This is an optimization exercise on Yosys and OpenROAD, whose aim is small area and a short achievable clock period, not a production implementation. Only the layout flow was run in this run; the RTL was not checked for function there. Power is estimated from default activity; no workload was simulated.

File: flow/design.v
module mux2 (
input in0, in1,
input s,
output out
);
assign out = s ? in1 : in0;
endmodule
module cellMux2i (input a0, a1, s, output y);
assign y = ~(s ? a1 : a0);
endmodule
module cellNor2 (input a, b, output y);
assign y = ~(a | b);
endmodule
module cellO22ai (input a1, a2, b1, b2, output y);
assign y = ~((a1 | a2) & (b1 | b2));
endmodule
module cellXor2 (input a, b, output y);
assign y = a ^ b;
endmodule
module cellAnd2 (input a, b, output y);
assign y = a & b;
endmodule
module resultBit (
input x, yn, prod_n,
input t_x_n, t_xy_n, t_y_n, t_nx_n,
output f
);
wire p1, p0, gn;
cellO21ai o1(yn, t_xy_n, t_x_n, p1);      
cellO21ai o0(yn, t_y_n, t_nx_n, p0);      
cellMux2i m(p0, p1, x, gn);
cellNand2 n(prod_n, gn, f);
endmodule
module cellO21ai (input a1, a2, b1, output y);
assign y = ~((a1 | a2) & b1);
endmodule
module cellA21oi (input a1, a2, b1, output y);
assign y = ~((a1 & a2) | b1);
endmodule
module cellNand2 (input a, b, output y);
assign y = ~(a & b);
endmodule
module adder (
input [15:0] a, b,
output [15:0] out
);
assign out = a+b;
endmodule
module fullAdder (input a, b, c, output s, co);
assign s = a ^ b ^ c;
assign co = (a & b) | (a & c) | (b & c);
endmodule
module halfAdder (input a, b, output s, co);
assign s = a ^ b;
assign co = a & b;
endmodule
module prefixAdder (
input [15:0] a, b,
output [15:0] sn
);
wire g97;
wire t98;
wire g99;
wire t100;
wire g101;
wire t102;
wire g103;
wire t104;
wire g105;
wire t106;
wire g107;
wire t108;
wire g109;
wire t110;
wire g111;
wire t112;
wire g113;
wire t114;
wire g115;
wire t116;
wire g117;
wire t118;
wire g119;
wire t120;
wire g121;
wire t122;
wire g123;
wire t124;
wire g125;
wire t126;
wire g127;
wire t128;
wire G129;
wire G131;
wire P132;
wire G133;
wire P134;
wire G135;
wire P136;
wire G137;
wire P138;
wire G139;
wire P140;
wire G141;
wire P142;
wire i145;
wire G146;
wire G149;
wire i151;
wire G152;
wire i153;
wire P154;
wire G155;
wire P156;
wire i157;
wire G158;
wire i159;
wire P160;
wire G161;
wire P162;
wire i163;
wire G164;
wire i165;
wire P166;
wire G169;
wire i171;
wire G172;
wire G175;
wire G177;
wire G179;
wire P180;
wire i181;
wire G182;
wire i183;
wire P184;
wire G185;
wire P186;
wire i189;
wire G190;
wire G191;
wire G192;
wire G193;
wire G194;
wire G195;
wire G196;
halfAdder h0(a[0], b[0], t98, g97);
halfAdder h1(a[1], b[1], t100, g99);
halfAdder h2(a[2], b[2], t102, g101);
halfAdder h3(a[3], b[3], t104, g103);
halfAdder h4(a[4], b[4], t106, g105);
halfAdder h5(a[5], b[5], t108, g107);
halfAdder h6(a[6], b[6], t110, g109);
halfAdder h7(a[7], b[7], t112, g111);
halfAdder h8(a[8], b[8], t114, g113);
halfAdder h9(a[9], b[9], t116, g115);
halfAdder h10(a[10], b[10], t118, g117);
halfAdder h11(a[11], b[11], t120, g119);
halfAdder h12(a[12], b[12], t122, g121);
halfAdder h13(a[13], b[13], t124, g123);
halfAdder h14(a[14], b[14], t126, g125);
halfAdder h15(a[15], b[15], t128, g127);
cellA21oi nG129(t100, g97, g99, G129);
cellA21oi nG131(t104, g101, g103, G131);
cellNand2 mP132(t104, t102, P132);
cellA21oi nG133(t108, g105, g107, G133);
cellNand2 mP134(t108, t106, P134);
cellA21oi nG135(t112, g109, g111, G135);
cellNand2 mP136(t112, t110, P136);
cellA21oi nG137(t116, g113, g115, G137);
cellNand2 mP138(t116, t114, P138);
cellA21oi nG139(t120, g117, g119, G139);
cellNand2 mP140(t120, t118, P140);
cellA21oi nG141(t124, g121, g123, G141);
cellNand2 mP142(t124, t122, P142);
assign i145 = ~G129;
cellA21oi nG146(t102, i145, g101, G146);
cellO21ai nG149(P132, G129, G131, G149);
assign i151 = ~G133;
cellA21oi nG152(t110, i151, g109, G152);
assign i153 = ~P134;
cellNand2 mP154(t110, i153, P154);
cellO21ai nG155(P136, G133, G135, G155);
cellNor2 mP156(P136, P134, P156);
assign i157 = ~G137;
cellA21oi nG158(t118, i157, g117, G158);
assign i159 = ~P138;
cellNand2 mP160(t118, i159, P160);
cellO21ai nG161(P140, G137, G139, G161);
cellNor2 mP162(P140, P138, P162);
assign i163 = ~G141;
cellA21oi nG164(t126, i163, g125, G164);
assign i165 = ~P142;
cellNand2 mP166(t126, i165, P166);
cellA21oi nG169(t106, G149, g105, G169);
assign i171 = ~G149;
cellO21ai nG172(P134, i171, G133, G172);
cellO21ai nG175(P154, i171, G152, G175);
cellA21oi nG177(P156, G149, G155, G177);
cellA21oi nG179(t122, G161, g121, G179);
cellNand2 mP180(t122, P162, P180);
assign i181 = ~G161;
cellO21ai nG182(P142, i181, G141, G182);
assign i183 = ~P162;
cellNor2 mP184(P142, i183, P184);
cellO21ai nG185(P166, i181, G164, G185);
cellNor2 mP186(P166, i183, P186);
assign i189 = ~G177;
cellA21oi nG190(t114, i189, g113, G190);
cellO21ai nG191(P138, G177, G137, G191);
cellO21ai nG192(P160, G177, G158, G192);
cellA21oi nG193(P162, i189, G161, G193);
cellO21ai nG194(P180, G177, G179, G194);
cellA21oi nG195(P184, i189, G182, G195);
cellA21oi nG196(P186, i189, G185, G196);
assign sn[0] = ~t98;
assign sn[1] = ~(t100 ^ g97);
assign sn[2] = t102 ^ G129;
assign sn[3] = t104 ^ G146;
assign sn[4] = ~(t106 ^ G149);
assign sn[5] = t108 ^ G169;
assign sn[6] = ~(t110 ^ G172);
assign sn[7] = ~(t112 ^ G175);
assign sn[8] = t114 ^ G177;
assign sn[9] = t116 ^ G190;
assign sn[10] = ~(t118 ^ G191);
assign sn[11] = ~(t120 ^ G192);
assign sn[12] = t122 ^ G193;
assign sn[13] = ~(t124 ^ G194);
assign sn[14] = t126 ^ G195;
assign sn[15] = t128 ^ G196;
endmodule
module lessThan(
input minMode,
input [15:0] a, b,
output [15:0] out
);
reg [15:0] compareOut;
wire signed [15:0] signed_a, signed_b;
assign signed_a = a;
assign signed_b = b;
assign out = minMode ? compareOut : {15'b0, a < b};
always@* begin
    if(signed_a < signed_b) begin
        compareOut <= a;
    end else begin
        compareOut <= b;
    end
end
endmodule
module compare16 (
input [15:0] x, yn,
input s,
output lt, eq
);
wire g1;
wire l2;
wire g3;
wire l4;
wire g5;
wire l6;
wire g7;
wire l8;
wire g9;
wire l10;
wire g11;
wire l12;
wire g13;
wire l14;
wire g15;
wire l16;
wire g17;
wire l18;
wire g19;
wire l20;
wire g21;
wire l22;
wire g23;
wire l24;
wire g25;
wire l26;
wire g27;
wire l28;
wire g29;
wire l30;
wire g31;
wire l32;
wire g33;
wire l34;
wire g35;
wire l36;
wire g37;
wire l38;
wire g39;
wire l40;
wire g41;
wire l42;
wire g43;
wire l44;
wire g45;
wire l46;
wire g47;
wire l48;
wire g49;
wire l50;
wire g51;
wire l52;
wire g53;
wire l54;
wire g55;
wire l56;
wire g57;
wire l58;
wire g59;
wire l60;
wire g61;
wire l62;
cellNand2 a0(x[0], yn[0], g1);
cellNor2 b0(x[0], yn[0], l2);
cellNand2 a1(x[1], yn[1], g3);
cellNor2 b1(x[1], yn[1], l4);
cellNand2 a2(x[2], yn[2], g5);
cellNor2 b2(x[2], yn[2], l6);
cellNand2 a3(x[3], yn[3], g7);
cellNor2 b3(x[3], yn[3], l8);
cellNand2 a4(x[4], yn[4], g9);
cellNor2 b4(x[4], yn[4], l10);
cellNand2 a5(x[5], yn[5], g11);
cellNor2 b5(x[5], yn[5], l12);
cellNand2 a6(x[6], yn[6], g13);
cellNor2 b6(x[6], yn[6], l14);
cellNand2 a7(x[7], yn[7], g15);
cellNor2 b7(x[7], yn[7], l16);
cellNand2 a8(x[8], yn[8], g17);
cellNor2 b8(x[8], yn[8], l18);
cellNand2 a9(x[9], yn[9], g19);
cellNor2 b9(x[9], yn[9], l20);
cellNand2 a10(x[10], yn[10], g21);
cellNor2 b10(x[10], yn[10], l22);
cellNand2 a11(x[11], yn[11], g23);
cellNor2 b11(x[11], yn[11], l24);
cellNand2 a12(x[12], yn[12], g25);
cellNor2 b12(x[12], yn[12], l26);
cellNand2 a13(x[13], yn[13], g27);
cellNor2 b13(x[13], yn[13], l28);
cellNand2 a14(x[14], yn[14], g29);
cellNor2 b14(x[14], yn[14], l30);
assign g31 = ~(s ? (~x[15] & ~yn[15]) : (x[15] & yn[15]));
assign l32 = s ? (x[15] & yn[15]) : (~x[15] & ~yn[15]);
cellO21ai og33(l4, g1, g3, g33);
cellA21oi al34(g3, l2, l4, l34);
cellO21ai og35(l8, g5, g7, g35);
cellA21oi al36(g7, l6, l8, l36);
cellO21ai og37(l12, g9, g11, g37);
cellA21oi al38(g11, l10, l12, l38);
cellO21ai og39(l16, g13, g15, g39);
cellA21oi al40(g15, l14, l16, l40);
cellO21ai og41(l20, g17, g19, g41);
cellA21oi al42(g19, l18, l20, l42);
cellO21ai og43(l24, g21, g23, g43);
cellA21oi al44(g23, l22, l24, l44);
cellO21ai og45(l28, g25, g27, g45);
cellA21oi al46(g27, l26, l28, l46);
cellO21ai og47(l32, g29, g31, g47);
cellA21oi al48(g31, l30, l32, l48);
cellA21oi ag49(l36, g33, g35, g49);
cellO21ai ol50(g35, l34, l36, l50);
cellA21oi ag51(l40, g37, g39, g51);
cellO21ai ol52(g39, l38, l40, l52);
cellA21oi ag53(l44, g41, g43, g53);
cellO21ai ol54(g43, l42, l44, l54);
cellA21oi ag55(l48, g45, g47, g55);
cellO21ai ol56(g47, l46, l48, l56);
cellO21ai og57(l52, g49, g51, g57);
cellA21oi al58(g51, l50, l52, l58);
cellO21ai og59(l56, g53, g55, g59);
cellA21oi al60(g55, l54, l56, l60);
cellA21oi ag61(l60, g57, g59, g61);
cellO21ai ol62(g59, l58, l60, l62);
assign lt = l62;
assign eq = g61 & ~l62;
endmodule
module computationTile (
input clk, clear,
input [3:0] opcode,
input cache_ok, mac_last,
input zeroed,
input [15:0] input0, input1_wire,
output [15:0] cellOut
);
reg [15:0] R;
wire [15:0] x = input0;
wire mac = opcode == 4'd15;
wire read = opcode == 4'd8;
wire arith = opcode[1:0] == 2'd3;           
wire isadd = opcode[2:0] == 3'd3;           
wire flagop = ~opcode[3] & (opcode[2:0] == 3'd4 | opcode[2:0] == 3'd5)
            | opcode[2:0] == 3'd6;           
wire eqop = opcode[2:0] == 3'd6;
wire minop = opcode == 4'd12;
wire maxop = opcode == 4'd13;
wire cy = read | (cache_ok & ~clear & ~mac);
wire [15:0] yn;
genvar i;
generate
    for (i = 0; i < 16; i = i + 1) begin: opnd
        cellMux2i ym(input1_wire[i], R[i], cy, yn[i]);
    end
endgenerate
wire rowsel = arith & ~isadd;
wire [16:0] xe = {x, 1'b0};
wire [7:0] one, two, neg, on, tn, ng;
genvar k;
generate
    for (k = 0; k < 8; k = k + 1) begin: benc
        assign one[k] = xe[2*k+1] ^ xe[2*k];
        assign two[k] = (xe[2*k+2] & ~xe[2*k+1] & ~xe[2*k])
                      | (~xe[2*k+2] & xe[2*k+1] & xe[2*k]);
        assign neg[k] = xe[2*k+2];
        if (k == 0) begin: d0
            assign on[k] = ~(arith & (isadd | one[k]));
        end else begin: dk
            assign on[k] = ~(rowsel & one[k]);
        end
        assign tn[k] = ~(rowsel & two[k]);
        assign ng[k] = rowsel & neg[k];
    end
endgenerate
wire r7b1 = (~on[7] & (~yn[1] ^ (ng[7] & ~yn[0]))) | (~tn[7] & ~yn[0]);
wire macm = mac & mac_last;
wire [15:0] z = ({16{isadd}} & x) | ({16{macm}} & R);
wire q1;
wire p3;
wire q5;
wire p7;
wire q9;
wire p11;
wire q13;
wire p15;
wire q17;
wire p19;
wire q21;
wire p23;
wire q25;
wire p27;
wire q29;
wire p31;
wire q33;
wire p35;
wire q37;
wire p39;
wire q41;
wire p43;
wire q45;
wire p47;
wire q49;
wire p51;
wire q53;
wire p55;
wire q57;
wire p59;
wire q61;
wire p63;
wire q65;
wire p67;
wire q69;
wire p71;
wire q73;
wire p75;
wire q77;
wire p79;
wire q81;
wire p83;
wire q85;
wire p87;
wire q89;
wire p91;
wire q93;
wire p95;
wire q97;
wire p99;
wire q101;
wire p103;
wire q105;
wire p107;
wire q109;
wire p111;
wire q113;
wire p115;
wire q117;
wire p119;
wire q121;
wire p123;
wire q125;
wire p127;
wire q129;
wire p131;
wire q133;
wire p135;
wire q137;
wire p139;
wire q141;
wire p143;
wire q145;
wire p147;
wire q149;
wire p151;
wire q153;
wire p155;
wire q157;
wire p159;
wire q161;
wire p163;
wire q165;
wire p167;
wire q169;
wire p171;
wire q173;
wire p175;
wire q177;
wire p179;
wire q181;
wire p183;
wire q185;
wire p187;
wire q189;
wire p191;
wire q193;
wire p195;
wire q197;
wire p199;
wire q201;
wire p203;
wire q205;
wire p207;
wire q209;
wire p211;
wire q213;
wire p215;
wire q217;
wire p219;
wire q221;
wire p223;
wire q225;
wire p227;
wire q229;
wire p231;
wire q233;
wire p235;
wire q237;
wire p239;
wire q241;
wire p243;
wire q245;
wire p247;
wire q249;
wire p251;
wire q253;
wire p255;
wire q257;
wire p259;
wire q261;
wire p263;
wire q265;
wire p267;
wire q269;
wire p271;
wire q273;
wire p275;
wire q277;
wire p279;
wire p281;
wire s283;
wire c284;
wire s286;
wire c287;
wire s289;
wire c290;
wire s292;
wire c293;
wire s295;
wire c296;
wire s298;
wire c299;
wire s301;
wire c302;
wire s304;
wire c305;
wire s307;
wire c308;
wire s310;
wire c311;
wire s313;
wire c314;
wire s316;
wire c317;
wire s319;
wire c320;
wire s322;
wire c323;
wire s325;
wire c326;
wire s328;
wire c329;
wire s331;
wire c332;
wire s334;
wire c335;
wire s337;
wire c338;
wire s340;
wire c341;
wire s343;
wire c344;
wire s346;
wire c347;
wire s349;
wire c350;
wire s352;
wire c353;
wire s355;
wire c356;
wire s358;
wire c359;
wire s361;
wire c362;
wire s364;
wire c365;
wire s367;
wire c368;
wire s370;
wire c371;
wire s373;
wire c374;
wire s376;
wire c377;
wire s379;
wire c380;
wire s382;
wire c383;
wire s385;
wire c386;
wire s388;
wire c389;
wire s391;
wire c392;
wire s394;
wire c395;
wire s397;
wire c398;
wire s400;
wire c401;
wire s403;
wire c404;
wire s406;
wire c407;
wire s409;
wire c410;
wire s412;
wire c413;
wire s415;
wire c416;
wire s418;
wire c419;
wire s421;
wire c422;
wire s424;
wire c425;
wire s427;
wire c428;
wire s430;
wire c431;
wire s433;
wire c434;
wire s436;
wire c437;
wire s439;
wire c440;
wire s442;
wire c443;
wire s445;
wire c446;
wire s448;
wire c449;
wire s451;
wire c452;
wire s454;
wire c455;
wire s457;
wire c458;
wire s460;
wire c461;
wire s463;
wire c464;
wire s466;
wire c467;
wire s469;
wire c470;
wire s472;
wire c473;
wire s475;
wire c476;
wire s478;
wire c479;
wire s481;
wire c482;
wire s484;
wire c485;
wire s487;
wire c488;
wire s490;
wire c491;
cellNor2 u2(yn[0], on[0], q1);
cellXor2 u4(q1, ng[0], p3);
cellO22ai u6(yn[1], on[0], yn[0], tn[0], q5);
cellXor2 u8(q5, ng[0], p7);
cellO22ai u10(yn[2], on[0], yn[1], tn[0], q9);
cellXor2 u12(q9, ng[0], p11);
cellO22ai u14(yn[3], on[0], yn[2], tn[0], q13);
cellXor2 u16(q13, ng[0], p15);
cellO22ai u18(yn[4], on[0], yn[3], tn[0], q17);
cellXor2 u20(q17, ng[0], p19);
cellO22ai u22(yn[5], on[0], yn[4], tn[0], q21);
cellXor2 u24(q21, ng[0], p23);
cellO22ai u26(yn[6], on[0], yn[5], tn[0], q25);
cellXor2 u28(q25, ng[0], p27);
cellO22ai u30(yn[7], on[0], yn[6], tn[0], q29);
cellXor2 u32(q29, ng[0], p31);
cellO22ai u34(yn[8], on[0], yn[7], tn[0], q33);
cellXor2 u36(q33, ng[0], p35);
cellO22ai u38(yn[9], on[0], yn[8], tn[0], q37);
cellXor2 u40(q37, ng[0], p39);
cellO22ai u42(yn[10], on[0], yn[9], tn[0], q41);
cellXor2 u44(q41, ng[0], p43);
cellO22ai u46(yn[11], on[0], yn[10], tn[0], q45);
cellXor2 u48(q45, ng[0], p47);
cellO22ai u50(yn[12], on[0], yn[11], tn[0], q49);
cellXor2 u52(q49, ng[0], p51);
cellO22ai u54(yn[13], on[0], yn[12], tn[0], q53);
cellXor2 u56(q53, ng[0], p55);
cellO22ai u58(yn[14], on[0], yn[13], tn[0], q57);
cellXor2 u60(q57, ng[0], p59);
cellO22ai u62(yn[15], on[0], yn[14], tn[0], q61);
cellXor2 u64(q61, ng[0], p63);
cellNor2 u66(yn[0], on[1], q65);
cellXor2 u68(q65, ng[1], p67);
cellO22ai u70(yn[1], on[1], yn[0], tn[1], q69);
cellXor2 u72(q69, ng[1], p71);
cellO22ai u74(yn[2], on[1], yn[1], tn[1], q73);
cellXor2 u76(q73, ng[1], p75);
cellO22ai u78(yn[3], on[1], yn[2], tn[1], q77);
cellXor2 u80(q77, ng[1], p79);
cellO22ai u82(yn[4], on[1], yn[3], tn[1], q81);
cellXor2 u84(q81, ng[1], p83);
cellO22ai u86(yn[5], on[1], yn[4], tn[1], q85);
cellXor2 u88(q85, ng[1], p87);
cellO22ai u90(yn[6], on[1], yn[5], tn[1], q89);
cellXor2 u92(q89, ng[1], p91);
cellO22ai u94(yn[7], on[1], yn[6], tn[1], q93);
cellXor2 u96(q93, ng[1], p95);
cellO22ai u98(yn[8], on[1], yn[7], tn[1], q97);
cellXor2 u100(q97, ng[1], p99);
cellO22ai u102(yn[9], on[1], yn[8], tn[1], q101);
cellXor2 u104(q101, ng[1], p103);
cellO22ai u106(yn[10], on[1], yn[9], tn[1], q105);
cellXor2 u108(q105, ng[1], p107);
cellO22ai u110(yn[11], on[1], yn[10], tn[1], q109);
cellXor2 u112(q109, ng[1], p111);
cellO22ai u114(yn[12], on[1], yn[11], tn[1], q113);
cellXor2 u116(q113, ng[1], p115);
cellO22ai u118(yn[13], on[1], yn[12], tn[1], q117);
cellXor2 u120(q117, ng[1], p119);
cellNor2 u122(yn[0], on[2], q121);
cellXor2 u124(q121, ng[2], p123);
cellO22ai u126(yn[1], on[2], yn[0], tn[2], q125);
cellXor2 u128(q125, ng[2], p127);
cellO22ai u130(yn[2], on[2], yn[1], tn[2], q129);
cellXor2 u132(q129, ng[2], p131);
cellO22ai u134(yn[3], on[2], yn[2], tn[2], q133);
cellXor2 u136(q133, ng[2], p135);
cellO22ai u138(yn[4], on[2], yn[3], tn[2], q137);
cellXor2 u140(q137, ng[2], p139);
cellO22ai u142(yn[5], on[2], yn[4], tn[2], q141);
cellXor2 u144(q141, ng[2], p143);
cellO22ai u146(yn[6], on[2], yn[5], tn[2], q145);
cellXor2 u148(q145, ng[2], p147);
cellO22ai u150(yn[7], on[2], yn[6], tn[2], q149);
cellXor2 u152(q149, ng[2], p151);
cellO22ai u154(yn[8], on[2], yn[7], tn[2], q153);
cellXor2 u156(q153, ng[2], p155);
cellO22ai u158(yn[9], on[2], yn[8], tn[2], q157);
cellXor2 u160(q157, ng[2], p159);
cellO22ai u162(yn[10], on[2], yn[9], tn[2], q161);
cellXor2 u164(q161, ng[2], p163);
cellO22ai u166(yn[11], on[2], yn[10], tn[2], q165);
cellXor2 u168(q165, ng[2], p167);
cellNor2 u170(yn[0], on[3], q169);
cellXor2 u172(q169, ng[3], p171);
cellO22ai u174(yn[1], on[3], yn[0], tn[3], q173);
cellXor2 u176(q173, ng[3], p175);
cellO22ai u178(yn[2], on[3], yn[1], tn[3], q177);
cellXor2 u180(q177, ng[3], p179);
cellO22ai u182(yn[3], on[3], yn[2], tn[3], q181);
cellXor2 u184(q181, ng[3], p183);
cellO22ai u186(yn[4], on[3], yn[3], tn[3], q185);
cellXor2 u188(q185, ng[3], p187);
cellO22ai u190(yn[5], on[3], yn[4], tn[3], q189);
cellXor2 u192(q189, ng[3], p191);
cellO22ai u194(yn[6], on[3], yn[5], tn[3], q193);
cellXor2 u196(q193, ng[3], p195);
cellO22ai u198(yn[7], on[3], yn[6], tn[3], q197);
cellXor2 u200(q197, ng[3], p199);
cellO22ai u202(yn[8], on[3], yn[7], tn[3], q201);
cellXor2 u204(q201, ng[3], p203);
cellO22ai u206(yn[9], on[3], yn[8], tn[3], q205);
cellXor2 u208(q205, ng[3], p207);
cellNor2 u210(yn[0], on[4], q209);
cellXor2 u212(q209, ng[4], p211);
cellO22ai u214(yn[1], on[4], yn[0], tn[4], q213);
cellXor2 u216(q213, ng[4], p215);
cellO22ai u218(yn[2], on[4], yn[1], tn[4], q217);
cellXor2 u220(q217, ng[4], p219);
cellO22ai u222(yn[3], on[4], yn[2], tn[4], q221);
cellXor2 u224(q221, ng[4], p223);
cellO22ai u226(yn[4], on[4], yn[3], tn[4], q225);
cellXor2 u228(q225, ng[4], p227);
cellO22ai u230(yn[5], on[4], yn[4], tn[4], q229);
cellXor2 u232(q229, ng[4], p231);
cellO22ai u234(yn[6], on[4], yn[5], tn[4], q233);
cellXor2 u236(q233, ng[4], p235);
cellO22ai u238(yn[7], on[4], yn[6], tn[4], q237);
cellXor2 u240(q237, ng[4], p239);
cellNor2 u242(yn[0], on[5], q241);
cellXor2 u244(q241, ng[5], p243);
cellO22ai u246(yn[1], on[5], yn[0], tn[5], q245);
cellXor2 u248(q245, ng[5], p247);
cellO22ai u250(yn[2], on[5], yn[1], tn[5], q249);
cellXor2 u252(q249, ng[5], p251);
cellO22ai u254(yn[3], on[5], yn[2], tn[5], q253);
cellXor2 u256(q253, ng[5], p255);
cellO22ai u258(yn[4], on[5], yn[3], tn[5], q257);
cellXor2 u260(q257, ng[5], p259);
cellO22ai u262(yn[5], on[5], yn[4], tn[5], q261);
cellXor2 u264(q261, ng[5], p263);
cellNor2 u266(yn[0], on[6], q265);
cellXor2 u268(q265, ng[6], p267);
cellO22ai u270(yn[1], on[6], yn[0], tn[6], q269);
cellXor2 u272(q269, ng[6], p271);
cellO22ai u274(yn[2], on[6], yn[1], tn[6], q273);
cellXor2 u276(q273, ng[6], p275);
cellO22ai u278(yn[3], on[6], yn[2], tn[6], q277);
cellXor2 u280(q277, ng[6], p279);
cellNor2 u282(yn[0], on[7], p281);
halfAdder u285(ng[0], z[0], s283, c284);
halfAdder u288(z[1], c284, s286, c287);
fullAdder u291(ng[1], z[2], c287, s289, c290);
halfAdder u294(p11, p67, s292, c293);
fullAdder u297(z[3], p15, p71, s295, c296);
halfAdder u300(c290, c293, s298, c299);
fullAdder u303(ng[2], z[4], p19, s301, c302);
fullAdder u306(p75, p123, c296, s304, c305);
halfAdder u309(s301, c299, s307, c308);
fullAdder u312(z[5], p23, p79, s310, c311);
fullAdder u315(p127, c302, s310, s313, c314);
halfAdder u318(c308, c305, s316, c317);
fullAdder u321(ng[3], z[6], p27, s319, c320);
fullAdder u324(p83, p131, p171, s322, c323);
fullAdder u327(c311, s319, s322, s325, c326);
halfAdder u330(c314, s325, s328, c329);
fullAdder u333(z[7], p31, p87, s331, c332);
fullAdder u336(p135, p175, c320, s334, c335);
fullAdder u339(c323, s331, s334, s337, c338);
halfAdder u342(c326, c329, s340, c341);
fullAdder u345(ng[4], z[8], p35, s343, c344);
fullAdder u348(p91, p139, p179, s346, c347);
fullAdder u351(p211, c332, s343, s349, c350);
fullAdder u354(s346, c335, s349, s352, c353);
halfAdder u357(c338, s352, s355, c356);
fullAdder u360(z[9], p39, p95, s358, c359);
fullAdder u363(p143, p183, p215, s361, c362);
fullAdder u366(c344, c347, s358, s364, c365);
fullAdder u369(s361, c350, s364, s367, c368);
halfAdder u372(c353, s367, s370, c371);
fullAdder u375(ng[5], z[10], p43, s373, c374);
fullAdder u378(p99, p147, p187, s376, c377);
fullAdder u381(p219, p243, c359, s379, c380);
fullAdder u384(c362, s373, s376, s382, c383);
fullAdder u387(s379, c365, s382, s385, c386);
halfAdder u390(c368, s385, s388, c389);
fullAdder u393(z[11], p47, p103, s391, c392);
fullAdder u396(p151, p191, p223, s394, c395);
fullAdder u399(p247, c374, c377, s397, c398);
fullAdder u402(s391, s394, c380, s400, c401);
fullAdder u405(s397, c383, s400, s403, c404);
halfAdder u408(c386, c389, s406, c407);
fullAdder u411(ng[6], z[12], p51, s409, c410);
fullAdder u414(p107, p155, p195, s412, c413);
fullAdder u417(p227, p251, p267, s415, c416);
fullAdder u420(c392, c395, s409, s418, c419);
fullAdder u423(s412, s415, c398, s421, c422);
fullAdder u426(s418, c401, s421, s424, c425);
halfAdder u429(c404, s424, s427, c428);
fullAdder u432(z[13], p55, p111, s430, c431);
fullAdder u435(p159, p199, p231, s433, c434);
fullAdder u438(p255, p271, c410, s436, c437);
fullAdder u441(c413, c416, s430, s439, c440);
fullAdder u444(s433, s436, c419, s442, c443);
fullAdder u447(s439, c422, s442, s445, c446);
halfAdder u450(c425, s445, s448, c449);
fullAdder u453(z[14], p59, p115, s451, c452);
fullAdder u456(p163, p203, p235, s454, c455);
fullAdder u459(p259, p275, p281, s457, c458);
fullAdder u462(c431, c434, s451, s460, c461);
fullAdder u465(s454, s457, c437, s463, c464);
fullAdder u468(c440, s460, c443, s466, c467);
fullAdder u471(s463, s466, c446, s469, c470);
fullAdder u474(z[15], p63, p119, s472, c473);
fullAdder u477(p167, p207, p239, s475, c476);
fullAdder u480(p263, p279, r7b1, s478, c479);
fullAdder u483(c452, c455, c458, s481, c482);
fullAdder u486(s472, s475, s478, s484, c485);
fullAdder u489(c461, s481, s484, s487, c488);
fullAdder u492(c464, s487, c467, s490, c491);
wire [15:0] prod_n;
prefixAdder cpa({s490, c449, c428, c407, s403, c371, c356, c341, s337, c317, s313, s304, s295, s289, s286, s283}, {c470, s469, s448, s427, s406, s388, s370, s355, s340, s328, s316, s307, s298, s292, p7, p3}, prod_n);
wire lt, eq;
compare16 cmp(x, yn, opcode[3], lt, eq);
wire t_and = opcode[2:0] == 3'd1;
wire t_x = opcode[2:0] == 3'd2 | (minop & lt) | (maxop & ~lt);
wire t_y = opcode[2:0] == 3'd2 | (minop & ~lt) | (maxop & lt) | (read & ~zeroed);
wire t_xy = t_and | t_y;
wire t_nx = opcode == 4'd0;
wire bit0 = flagop & (eqop ? eq : lt);
wire [15:0] pn = {prod_n[15:1], prod_n[0] & ~bit0};
wire [15:0] f;
generate
    for (i = 0; i < 16; i = i + 1) begin: res
        resultBit rb(x[i], yn[i], pn[i], ~t_x, ~t_xy, ~t_y, ~t_nx, f[i]);
    end
endgenerate
assign cellOut = f;
always @(posedge clk)
    R <= f;
endmodule
module compute_array (
    input clk, clear,
    input [3:0] tile_opcode,
    input [63:0] value_a, value_b,
    output [63:0] wire_out
);
    parameter WORD_BITS = 16;
    parameter TILES = 4;
    reg cache_ok, mac_last, zeroed;
    always @(posedge clk) begin
        cache_ok <= ~clear & (tile_opcode != 4'd8);
        mac_last <= ~clear & (tile_opcode == 4'd15);
        zeroed <= clear;
    end
    generate
        genvar i;
        for(i = 0; i < TILES; i = i + 1) begin: ctl
            computationTile tile_i(clk, clear, tile_opcode, cache_ok, mac_last, zeroed,
                value_a[WORD_BITS*(i+1)-1:WORD_BITS*i],
                value_b[WORD_BITS*(i+1)-1:WORD_BITS*i],
                wire_out[WORD_BITS*(i+1)-1:WORD_BITS*i]
            );
        end
    endgenerate
endmodule
File: flow/flow/run.sh
#!/bin/bash
# The standard layout (the standard.sh: standard synthesis, then ORFS to
# finish) with two changes:
# - the port buffers are sky130_fd_sc_hd__buf_1 cells in place of the delay
#   buffers buffer_ports picks by default;
# - before floorplanning, flow/downsize.tcl sets the combinational cells that
#   synthesis sized up back to drive strength 1 (repair sizes up again).
set -euo pipefail
here=$(pwd)
bash standard.sh synth > synth_flow.log 2>&1
bash standard.sh BUFFER_PORTS_ARGS="-buffer_cell sky130_fd_sc_hd__buf_1" \
    PRE_FLOORPLAN_TCL="$here/flow/downsize.tcl" finish > layout_flow.log 2>&1
File: flow/flow/downsize.tcl
# Before floorplanning: put every combinational cell that synthesis sized up
# back to its drive-strength-1 variant of the same function. The resizer's
# repair steps later size up again what slew, capacitance or timing need.
set db [ord::get_db]
set block [ord::get_db_block]
set n 0
foreach inst [$block getInsts] {
  set name [[$inst getMaster] getName]
  if { [regexp {^(sky130_fd_sc_hd__[a-z0-9]+)_([0-9]+)$} $name -> base drv] && $drv > 1 } {
    if { [string match "*__df*" $base] || [string match "*__sdf*" $base] || [string match "*__edf*" $base] } {
      continue
    }
    set master [$db findMaster ${base}_1]
    if { $master != "NULL" } {
      $inst swapMaster $master
      incr n
    }
  }
}
puts "downsize.tcl: $n instances set to drive strength 1"
File: flow/standard.sh
#!/bin/bash
# synth_recipe.tcl (not shown) runs the flow's synth.tcl, then flattens the netlist and writes it again
# the make line also repeats each setting of config.mk as NAME=value (left out here)
make -C /OpenROAD-flow-scripts/flow DESIGN_CONFIG=/design/flow/config.mk WORK_HOME=/design/flow/orfs CLKGATE_MAP_FILE= SYNTH_SCRIPT=/design/flow/synth_recipe.tcl "${@:-finish}"
File: flow/config.mk
export PLATFORM = sky130hd
export DESIGN_NAME = compute_array
export DESIGN_NICKNAME = compute_array
export VERILOG_FILES = /design/flow/design.v
export SDC_FILE = /design/flow/constraint.sdc
export NUM_CORES = 4
export LEC_CHECK = 0
export CAP_MARGIN = 20
export CORE_MARGIN = 2
export CORE_UTILIZATION = 40
export SETUP_SLACK_MARGIN = 3.7
export SLEW_MARGIN = 20
export SYNTH_HIERARCHICAL = 1
export SYNTH_MINIMUM_KEEP_SIZE = 0
File: flow/constraint.sdc
create_clock -name core_clock -period 16.0 [get_ports {clk}]
set_input_delay 3.2000 -clock core_clock [delete_from_list [all_inputs] [get_ports {clk}]]
set_output_delay 3.2000 -clock core_clock [all_outputs]
set_load 0.01 [all_outputs]
==> results.json <==
{
  "r2r_start": "cache_ok",
  "cp_cell_sequence": "clkbuf_4 -> inv_1 -> nor2_1 -> buf_4 -> and2_1 -> xor2_1 -> fa_1 -> fa_1 -> ha_1 -> ha_1 -> ha_1 -> a21oi_1 -> o21ai_1 -> a21oi_1 -> inv_1 -> a21oi_1 -> xor2_1 -> nand2_1 -> buf_1",
  "hold_path_end": "ctl[1].tile_i.R[12]",
  "critPathTopFamily": "adder cells",
  "max_cap_violations": 0,
  "rsz0062_at_grt": "no",
  "ios": 198,
  "setup_viol": 0,
  "worst-path-max-fanout": 30,
  "cp-end-kind": "primary output",
  "finalCoreUtilization_pct": 46.5,
  "holdPathStages": 4,
  "whs_ns": 0.826,
  "first_pass_iters": 6,
  "htreeDepth": 3,
  "hold_path.class": "reg -> reg",
  "fp.dieH_um": 221,
  "use_met3_pct": 4.03,
  "met1_usage_pct": 35.9,
  "worstSkewPairLatency_ns": 0.41,
  "finalSetupTns_ns": 0,
  "max_slew_margin_pct": 23.9,
  "grt-ovfl-total": 0,
  "cts_hold_buffers": 0,
  "num_vias": 18672,
  "route.detailed.drc": 0,
  "finalHoldViolCount": 0,
  "clkTransAtPathRegs_ns": 0.07,
  "critPathMaxStageDelay_ns": 0.90,
  "ff2ff_path_depth": 19,
  "coreArea_sq_um": 46500,
  "cts.sinks": 67,
  "worst-endpoint-arrival_ns": 8.78,
  "root_buffer": "clkbuf_16",
  "ir_drop_mv": 0.0657,
  "timing.rr.end": "ctl[3].tile_i.R[15]",
  "cp_data_required_time_ns": 12.80,
  "syn_nets": 2737,
  "grt_pass1_wl_mm": 101,
  "status": "no timing/DRC/antenna violations",
  "finalCritPeriodShare_pct": 74.9,
  "gp_congestion": 0.889,
  "first_iter_violations": 1440,
  "nNetsFinal": 3006,
  "cp-start-kind": "input port",
  "grt_pass1_vias": 17942,
  "track_usage_pct": 26.5,
  "cpMaxStageDelayCell": "and2_1",
  "drv_slew": 0,
  "worst_hold_startpoint": "ctl[1].tile_i.R[12]",
  "synth_cells": 2259,
  "worst_pin_slew_ns": 1.14,
  "use_met2_pct": 43.5,
  "cellPowerDensity_nw_per_um2": 92.9,
  "leakagePower_nw": 11.0,
  "fmaxAchievable_mhz": 83.5,
  "critPathBufInv": 5,
  "antenna_found_initial": 2,
  "cts_buffers": 9,
  "worstSetupStartpoint": "tile_opcode[2]",
  "ant_nets": 0,
  "final.min_clock_period_ns": 11.98,
  "path_class": "in -> out",
  "clock_tree.buffer_depth": 2,
  "skew_ns": 0.0176,
  "wl_per_cell_um": 20.6,
  "row_count": 79,
  "drive_above_1_share_pct": 5.53,
  "die_x_um": 221,
  "vias_per_cell": 5.94,
  "start_util_pct": 40.4,
  "drt-total-wl_mm": 64.8,
  "cts_tree": "built",
  "dieArea_sq_um": 48700,
  "grt_max_degree": 43,
  "dp_hpwl_mm": 47.6,
  "r2r_slack_ns": 10.54,
  "io_buffer_count": 197,
  "busiest_layer": "met2",
  "yosys_warnings": 8
}
## worst max-delay path by stage
stage / to / slack, ns / cells past startpoint
finish: wire_out[44] / 4.02 / 19
global route: wire_out[47] / 3.72 / 23
CTS: wire_out[15] / 3.72 / 22
detailed placement: wire_out[47] / 2.85 / 22
global placement: wire_out[47] / 3.01 / 22
floorplan: wire_out[15] / 3.82 / 20
## final cells by class
class	instances	area [sq um]
antenna	2	5.00
clock buffer	11	243
clock inverter	5	100
fill	4553	24900
inverter	64	240
multi-input combinational	2104	17500
sequential	67	1340
tap	607	759
timing repair buffer	282	1440
## sequential cells by signal, indices dropped and copies added (netlist names)
register	flops
cache_ok	1
ctl.tile_i.R	64
mac_last	1
zeroed	1
## where the power goes
group          switching, W  internal, W  leakage, nW
logic              0.000897     0.000546         10.3
registers         0.0000579     0.000245        0.565
clock network      0.000104     0.000156        0.170
total               0.00106     0.000946         11.0
## cells in the final DEF, fill, tap and decap left out, drive strengths merged, types with 67 or more instances in the layout
master  instances
dfxtp          67
mux2i         128
o22ai         252
buf           280
nor2          150
ha            120
o21ai         256
xor2          344
nand2         260
a21oi         140
fa            224
## per-layer routing
metal	share of wire, %	vias to the layer above
li1	-	8705
met1	44	9058
met2	47	808
met3	7.2	101
met4	2.6	0
met5	0	-
## repair_timing
item	4_1_cts	5_1_grt
buffers inserted	0	27
setup endpoints to repair	23	26
resized for setup	29	32
## worst min-delay path: cells and delay by family, from the launching register on
family | cells | cell delay (ns)
and+or+nand+nor | 1 | 0.08
muxes | 2 | 0.21
DFF | 1 | 0.36
AOI/OAI and AO/OA | 1 | 0.14
## through the flow
step                      total power, W  cells  setup WS (ns)  cell area [sq um]
final                            0.00201   3142           4.02              21600
after global routing             0.00218   3142           3.72              21600
after CTS                        0.00196   3113           3.72              21100
after detailed placement         0.00167   3097           2.85              20700
after global placement           0.00164   3097           3.01              20700
after floorplan                  0.00122   2259           3.82              18800

## separate check: timing with driven ports
How much do the figures lean on ideal ports? The routed layout below was timed once more, with nothing changed but the port constraints. Step 1 (the two cells are an assumption about what drives the block):
set clk [get_ports {clk}]
set_driving_cell -lib_cell sky130_fd_sc_hd__clkbuf_16 $clk
set_driving_cell -lib_cell sky130_fd_sc_hd__buf_2 [delete_from_list [all_inputs] $clk]
Step 2 moves the port delays by t, midway between the first and last clock arrival at a register: inputs arrive t later, outputs are due t later. That takes back most of the time a late clock gives input paths. a / b / c = ideal ports / drivers / drivers and shift; a / b = the first two.
t, ns: 0.446
setup WS [ns]: 4.018 / 3.986 / 3.986
clock arrival spread, ns: 0.019 / 0.020
cell pins on the clock port's net: 1
After both steps setup and hold are still met in this run. For this run, drivers alone change the setup slack by -0.032 ns; drivers and shift together by -0.032 ns.
